Background: an optimization exercise with open tools, aiming at small area. Do not read the settings as production practice.
Only simulation tests tie the RTL to the original design; equivalence was not proved.
No activity file was given, so power comes from the tool's default toggle rates. The clock port is modelled as an ideal driver; clocking choices that lean on that would not hold on a real chip.

Design rpm_basys2_top, start of the top module:
module rpm_basys2_top(
    input mclk,
    input rst,
    output [6:0] seg,
    output       dp,
    output [3:0] an,
    input [3:0] btn,
    input  [7:0] sw,
    output [7:0] led,
    output adc_cs,
    input  adc_d0,
    input  adc_d1,
    output adc_clk
);
==> flow/config.mk <==
export PLATFORM = sky130hd
export DESIGN_NAME = rpm_basys2_top
export DESIGN_NICKNAME = rpm_basys2_top
export VERILOG_FILES = /design/flow/design.v
export SDC_FILE = /design/flow/constraint.sdc
export NUM_CORES = 4
export LEC_CHECK = 0
export CAP_MARGIN = 20
export CORE_MARGIN = 2
export CORE_UTILIZATION = 40
export SLEW_MARGIN = 20
==> flow/constraint.sdc <==
create_clock -name core_clock -period 20.0 [get_ports {mclk}]
set_input_delay 4.0000 -clock core_clock [delete_from_list [all_inputs] [get_ports {mclk}]]
set_output_delay 4.0000 -clock core_clock [all_outputs]
set_load 0.01 [all_outputs]
standard.sh (not shown) runs the stock make flow with config.mk's settings and CLKGATE_MAP_FILE= SYNTH_SCRIPT=/design/flow/synth_recipe.tcl, a recipe that flattens the netlist after the stock synthesis.
==> flow/flow/run.sh <==
#!/bin/bash
# Layout flow: the standard flow (standard.sh), with
#  - synthesis through flow/own_synth.tcl: the standard flow's synthesis script with a
#    different ABC script and full adders only;
#  - port buffers of the smallest buffer cell;
#  - clock tree synthesis without dummy loads.
# Each step's output goes to its own log file here.
set -euo pipefail
work=$(pwd)
export FLOW_SYNTH_TCL="$work/synth_recipe.tcl"
args=(
  "SYNTH_SCRIPT=$work/flow/own_synth.tcl"
  "BUFFER_PORTS_ARGS=-buffer_cell sky130_fd_sc_hd__buf_1"
  "CTS_ARGS=-sink_clustering_enable -repair_clock_nets -sink_clustering_size 35 -sink_clustering_max_diameter 150 -buf_list sky130_fd_sc_hd__clkbuf_4 -root_buf sky130_fd_sc_hd__clkbuf_4 -sink_clustering_buffer sky130_fd_sc_hd__clkbuf_16 -dont_use_dummy_load"
)
bash standard.sh "${args[@]}" synth > "$work/own_synth.log" 2>&1
bash standard.sh "${args[@]}" finish > "$work/own_finish.log" 2>&1
test -f "$work/out/final.def"
==> flow/flow/own_synth.tcl <==
# Synthesis script for this flow: the standard flow's own synthesis script (which makes
# every synth call skip the fsm and share passes, then flattens and renames),
# with two commands replaced before it runs:
#  - extract_fa extracts full adders only (no half adders);
#  - abc runs Yosys's default area script on the same liberty and don't-use
#    list, without ORFS's speed script, delay target and buffering.
# Neither touches a register.
proc extract_fa {args} { yosys extract_fa -fa }
proc abc {args} {
  set keep {}
  set skip 0
  foreach a $args {
    if {$skip} { set skip 0; continue }
    if {$a eq "-script" || $a eq "-constr" || $a eq "-D"} { set skip 1; continue }
    lappend keep $a
  }
  yosys abc {*}$keep
}
source $::env(FLOW_SYNTH_TCL)
The baseline finished clean.
Rerun with:
--- a/flow/flow/run.sh
+++ b/flow/flow/run.sh
@@ -14 +14 @@
-  "CTS_ARGS=-sink_clustering_enable -repair_clock_nets -sink_clustering_size 35 -sink_clustering_max_diameter 150 -buf_list sky130_fd_sc_hd__clkbuf_4 -root_buf sky130_fd_sc_hd__clkbuf_4 -sink_clustering_buffer sky130_fd_sc_hd__clkbuf_16 -dont_use_dummy_load"
+  "CTS_ARGS=-sink_clustering_enable -repair_clock_nets -sink_clustering_size 32 -sink_clustering_max_diameter 100 -buf_list sky130_fd_sc_hd__clkbuf_4 -root_buf sky130_fd_sc_hd__clkbuf_4 -sink_clustering_buffer sky130_fd_sc_hd__clkbuf_16 -dont_use_dummy_load"
Settings changed: CAP_MARGIN 20 to 0, SLEW_MARGIN 20 to 0.
What happened: Setup slack improves by 62 ps. Wire length is about the same. Via count is about the same. Non-clock buffer count shrinks by 1. Maximum frequency grows by 0.91%. Die area stays the same. Sequential cell count stays the same. Combinational power hardly moves. Core utilization is about the same. Total power grows by 0.79%.
Rerun with:
Settings changed: CAP_MARGIN 0 to 20, GPL_TIMING_DRIVEN from default to 0, SLEW_MARGIN 0 to 20.
What happened: Worst setup slack is worse by 490 ps; design area rose by 0.60%; register-to-register slack is worse by 730 ps; area after synthesis stays the same; combinational power climbs by about 8%; sequential cell count is unchanged; non-clock buffer count climbs by 5; die area does not change; via count fell by 0.62%.

* * *

== run 1 ==
The RTL this note starts from:
==> flow/design.v <==
module rpm_basys2_top(
    input mclk,
    input rst,
    output [6:0] seg,
    output       dp,
    output [3:0] an,
    input [3:0] btn,
    input  [7:0] sw,
    output [7:0] led,
    output adc_cs,
    input  adc_d0,
    input  adc_d1,
    output adc_clk
);
    wire [10:0] av;
    wire        ns;
    adc_if u_adc(
        .clk(mclk), .rst(rst), .adc_d0(adc_d0),
        .adc_clk(adc_clk), .adc_cs(adc_cs), .av(av), .ns(ns));
    wire pulse;
    thresh u_thr(.clk(mclk), .rst(rst), .av(av), .ns(ns), .pulse(pulse));
    assign led = {7'b0, pulse};
    wire        mtick;
    wire [2:0]  m1;
    wire [3:0]  m2, m3;
    counter u_cnt(
        .clk(mclk), .rst(rst), .pulse(pulse), .mtick(mtick),
        .m1(m1), .m2(m2), .m3(m3));
    display u_disp(
        .clk(mclk), .rst(rst), .m1(m1), .m2(m2), .m3(m3),
        .mtick(mtick), .seg(seg), .dp(dp), .an(an));
endmodule
module adc_if(
    input             clk,
    input             rst,
    input             adc_d0,
    output reg        adc_clk,
    output            adc_cs,
    output reg [10:0] av,    
    output            ns     
);
    reg [3:0] c14;           
    reg       sh;            
    reg [4:0] su;            
    reg [10:0] sr;
    wire c13  = c14[3] & c14[2] & c14[0];
    wire tick = c13 & ~adc_clk;
    always @(posedge clk) begin
        if (rst) begin
            c14     <= 0;
            adc_clk <= 0;
        end else if (c13) begin
            c14     <= 0;
            adc_clk <= ~adc_clk;
        end else begin
            c14 <= c14 + 4'd1;
        end
    end
    always @(posedge clk) begin
        if (rst) begin
            sh <= 0;
            su <= 5'd15;
        end else if (tick) begin
            if (su[4]) begin
                su <= 0;
                sh <= ~sh;
            end else begin
                su <= su + 5'd1;
            end
        end
    end
    assign adc_cs = ~sh;
    wire u14 = su[3:0] == 4'd14;
    wire u15 = su[3:0] == 4'd15;
    always @(posedge clk) begin
        if (tick & ~u14)
            sr <= {sr[9:0], adc_d0};
        if (tick & sh & u15)
            av <= sr;
    end
    assign ns = (c14 == 4'd0) & adc_clk & sh & su[4];
endmodule
module thresh(
    input        clk,
    input        rst,
    input [10:0] av,
    input        ns,
    output reg   pulse
);
    reg  [12:0] ic;
    wire icw = ic == 13'd7441;                        
    always @(posedge clk) begin
        if (rst)
            ic <= 13'd6755;                           
        else if (icw)
            ic <= 13'd1;                              
        else
            ic <= {ic[11:0], ic[12] ^ ic[3] ^ ic[2] ^ ic[0]};
    end
    reg [3:0] ph;            
    always @(posedge clk)
        ph <= ph + 4'd1;
    wire ph0  = ph == 4'd0;
    wire ph15 = ph == 4'd15;
    reg [175:0] ring;        
    wire [10:0] head = ring[175:165];
    reg [1:0]  st;           
    reg [3:0]  nidx;         
    reg        clr;
    reg        done;
    reg [14:0] acc;          
    reg [9:0]  hyst;
    reg [10:0] mx, mn;
    wire wr = (st == 2'd3) & (ph == nidx);
    wire [10:0] rin = wr ? av : (clr ? 11'd0 : head);
    always @(posedge clk)
        ring <= {ring[164:0], rin};
    genvar g;
    wire [11:0] gc;
    assign gc[0] = 1'b1;
    generate for (g = 0; g < 11; g = g + 1) begin : g_ge
        assign gc[g+1] = (head[g] ^ ~mx[g]) ? gc[g] : head[g];
    end endgenerate
    wire hge = gc[11];
    wire hlt = ~hge;
    wire dn  = ~ph0 & done;
    wire [10:0] dd;
    wire [11:0] dc;
    assign dc[0] = 1'b1;
    generate for (g = 0; g < 11; g = g + 1) begin : g_dd
        wire x = mx[g] ^ ~mn[g];
        assign dd[g]   = x ^ dc[g];
        assign dc[g+1] = x ? dc[g] : mx[g];
    end endgenerate
    wire        hcnd = (dd[10:2] == 0) & (|mx[10:2]);
    wire [9:0]  hn   = hcnd ? 10'd8 : dd[10:1];
    always @(posedge clk) begin
        if (rst) begin
            st   <= 0;
            nidx <= 4'd15;
            clr  <= 1;
            hyst <= 10'd8;
            mx   <= 0;
            mn   <= 0;
        end else begin
            if (icw) begin
                st   <= 2'd1;
                hyst <= hn;
                clr  <= 0;
            end else if (ph15 & (st != 0)) begin
                st <= st + 2'd1;
                if (st == 2'd3)
                    nidx <= nidx - 4'd1;
            end
            if (st == 2'd2) begin
                if (~dn & hlt)
                    mn <= head;
                done <= dn | hlt;
            end
            if ((st == 2'd3) & hge)
                mx <= head;
        end
    end
    wire [14:0] aa = acc & {15{~ph0}};
    wire [14:0] as;
    wire [15:0] ac;
    assign ac[0] = 1'b0;
    generate for (g = 0; g < 15; g = g + 1) begin : g_acc
        if (g < 11) begin : full
            wire x = aa[g] ^ head[g];
            assign as[g]   = x ^ ac[g];
            assign ac[g+1] = x ? ac[g] : aa[g];
        end else begin : half
            assign as[g]   = aa[g] ^ ac[g];
            assign ac[g+1] = aa[g] & ac[g];
        end
    end endgenerate
    always @(posedge clk) begin
        if (rst)
            acc[14:3] <= 12'h800;
        else if (st == 2'd2)
            acc <= as;
    end
    wire [11:0] thr = acc[14:3];
    wire [11:0] hb  = {2'b0, hyst} ^ {12{pulse}};
    wire [11:0] ylim;
    wire [12:0] yc;
    wire [12:0] pc;
    wire [11:0] smp = {av, 1'b0};
    assign yc[0] = pulse;
    assign pc[0] = ~pulse;
    generate for (g = 0; g < 12; g = g + 1) begin : g_lim
        wire x = thr[g] ^ hb[g];
        wire z = smp[g] ^ ~ylim[g];
        assign ylim[g] = x ^ yc[g];
        assign yc[g+1] = x ? yc[g] : thr[g];
        assign pc[g+1] = z ? pc[g] : smp[g];
    end endgenerate
    always @(posedge clk) begin
        if (rst)
            pulse <= 0;
        else if (ns)
            pulse <= pc[12];
    end
endmodule
module counter(
    input            clk,
    input            rst,
    input            pulse,
    input            mtick,
    output reg [2:0] m1,     
    output reg [3:0] m2,     
    output reg [3:0] m3      
);
    reg  [18:0] wc;
    wire wev  = wc == 19'd186189;                     
    wire w18  = wc == 19'd446282;                     
    always @(posedge clk) begin
        if (rst | wev)
            wc <= 19'd1;                              
        else
            wc <= {wc[17:0], wc[18] ^ wc[5] ^ wc[1] ^ wc[0]};
    end
    reg pa, frz, rdy, pend;
    reg [2:0] t2;
    reg [3:0] hh, kk;
    wire edg = pulse & ~pa & ~wev;
    wire upd = mtick & rdy;
    always @(posedge clk)
        if (~wev)
            pa <= pulse;
    always @(posedge clk) begin
        if (rst) begin
            frz  <= 1;
            rdy  <= 1;
            pend <= 0;
            t2   <= 0;
            hh   <= 0;
            kk   <= 0;
        end else begin
            if (wev)
                frz <= 1;
            if (w18)
                rdy <= 1;
            if (upd) begin
                m1   <= t2;
                m2   <= hh;
                m3   <= kk;
                t2   <= (pend | edg) ? 3'd3 : 3'd0;
                hh   <= 0;
                kk   <= 0;
                pend <= 0;
                frz  <= 0;
                rdy  <= 0;
            end else if (edg) begin
                if (frz)
                    pend <= 1;
                else if (t2 >= 3'd2) begin
                    t2 <= t2 - 3'd2;
                    if (hh == 4'd9) begin
                        hh <= 0;
                        kk <= (kk == 4'd9) ? 4'd0 : kk + 4'd1;
                    end else begin
                        hh <= hh + 4'd1;
                    end
                end else begin
                    t2 <= t2 + 3'd3;
                end
            end
        end
    end
endmodule
module display(
    input        clk,
    input        rst,
    input  [2:0] m1,
    input  [3:0] m2,
    input  [3:0] m3,
    output       mtick,
    output [6:0] seg,
    output       dp,
    output [3:0] an
);
    reg  [10:0] mc;
    assign mtick = mc == 11'd1482;                    
    always @(posedge clk) begin
        if (rst | mtick)
            mc <= 11'd1;                              
        else
            mc <= {mc[9:0], mc[10] ^ mc[8]};
    end
    reg [3:0] anode;
    always @(posedge clk) begin
        if (rst)
            anode <= 0;
        else if (mtick)
            anode <= {anode[2:0], anode[3] | (anode == 4'd0)};
    end
    wire act = |anode;
    wire [3:0] dig = anode[1] ? {m1, 1'b0} : anode[2] ? m2 : anode[3] ? m3 : 4'd0;
    reg  [6:0] pat;          
    always @(*) begin
        case (dig)
            4'd0: pat = 7'b1000000;
            4'd1: pat = 7'b1111001;
            4'd2: pat = 7'b0100100;
            4'd3: pat = 7'b0110000;
            4'd4: pat = 7'b0011001;
            4'd5: pat = 7'b0010010;
            4'd6: pat = 7'b0000010;
            4'd7: pat = 7'b1111000;
            4'd8: pat = 7'b0000000;
            4'd9: pat = 7'b0010000;
            default: pat = 7'bxxxxxxx;
        endcase
    end
    assign an  = ~anode;
    assign seg = act ? pat : 7'd0;
    assign dp  = act;
endmodule
==> flow/config.mk <==
export PLATFORM = sky130hd
export DESIGN_NAME = rpm_basys2_top
export DESIGN_NICKNAME = rpm_basys2_top
export VERILOG_FILES = /design/flow/design.v
export SDC_FILE = /design/flow/constraint.sdc
export NUM_CORES = 4
export LEC_CHECK = 0
export CAP_MARGIN = 20
export CORE_MARGIN = 2
export CORE_UTILIZATION = 40
export SLEW_MARGIN = 20
==> flow/constraint.sdc <==
create_clock -name core_clock -period 20.0 [get_ports {mclk}]
set_input_delay 4.0000 -clock core_clock [delete_from_list [all_inputs] [get_ports {mclk}]]
set_output_delay 4.0000 -clock core_clock [all_outputs]
set_load 0.01 [all_outputs]
run.sh (not shown) runs the stock make flow with config.mk's settings and CLKGATE_MAP_FILE= SYNTH_SCRIPT=/design/flow/synth_recipe.tcl, a recipe that flattens the netlist after the stock synthesis.
Stock flow here: none of the scripts above is used.
Run 1 finished all stages; the layout is clean.
Changes in run 2 relative to run 1:
# run 1
export LEC_CHECK = 0
export CAP_MARGIN = 20
export CORE_MARGIN = 2
export CORE_UTILIZATION = 40
export SLEW_MARGIN = 20
create_clock -name core_clock -period 20.0 [get_ports {mclk}]
# run 2
export LEC_CHECK = 0
export ABC_AREA = 1
export CAP_MARGIN = 20
export CORE_MARGIN = 2
export CORE_UTILIZATION = 40
export CTS_BUF_LIST = sky130_fd_sc_hd__clkbuf_16
export CTS_CLUSTER_DIAMETER = 100
export CTS_CLUSTER_SIZE = 30
export SLEW_MARGIN = 20
create_clock -name core_clock -period 20.0 [get_ports {mclk}]
## What came out
Looking at pin slew with the least headroom to its limit across run 2 and run 1, the one that comes out lower is run 1.
Combined area of the multi-input logic cells was higher in the run labelled run 1.
Compared with run 1, run 2 shows a lower largest net degree at the start of global routing.
Relative to run 1, register share of total power increased by 16 points in run 2.
On starting utilization of the core area, run 2 and run 1 are basically level.
Looking only at sequential share of layout area, and setting everything else aside, the higher value of run 2 and run 1 goes to run 2.

separate check: timing with driven ports:
No port has a modelled driver above. Below, the same layouts with a new extraction and two added sets of constraints.
Step 1 sets driving cells, clkbuf_16 on the clock port and buf_2 on the other inputs (assumed; they add their load-dependent delay and slew).
Step 2 moves the port delays by t, midway between the first and last clock arrival at a register: inputs arrive t later, outputs are due t later. That takes back most of the time a late clock gives input paths.
a / b / c = ideal / step 1 / step 2; a / b = the first two.
run | t, ns | setup slack, ns | hold slack, ns | worst setup path at the end | cell pins on the clock port's net
the first run of note 1 | 0.677 | 13.166 / 13.127 / 13.469 | 0.302 / 0.302 / 0.302 | register to register | 1
the second run of note 1 | 0.679 | 13.227 / 13.187 / 13.467 | 0.301 / 0.301 / 0.301 | register to register | 1
the third run of note 1 | 0.667 | 12.740 / 12.740 / 12.740 | 0.312 / 0.312 / 0.312 | register to register | 1
run 1 | 0.554 | 13.175 / 13.124 / 13.679 | 0.320 / 0.320 / 0.320 | register to output | 1
run 2 | 0.550 | 13.209 / 13.162 / 13.712 | 0.332 / 0.332 / 0.332 | register to output | 1
After both steps setup and hold are still met in every run listed.
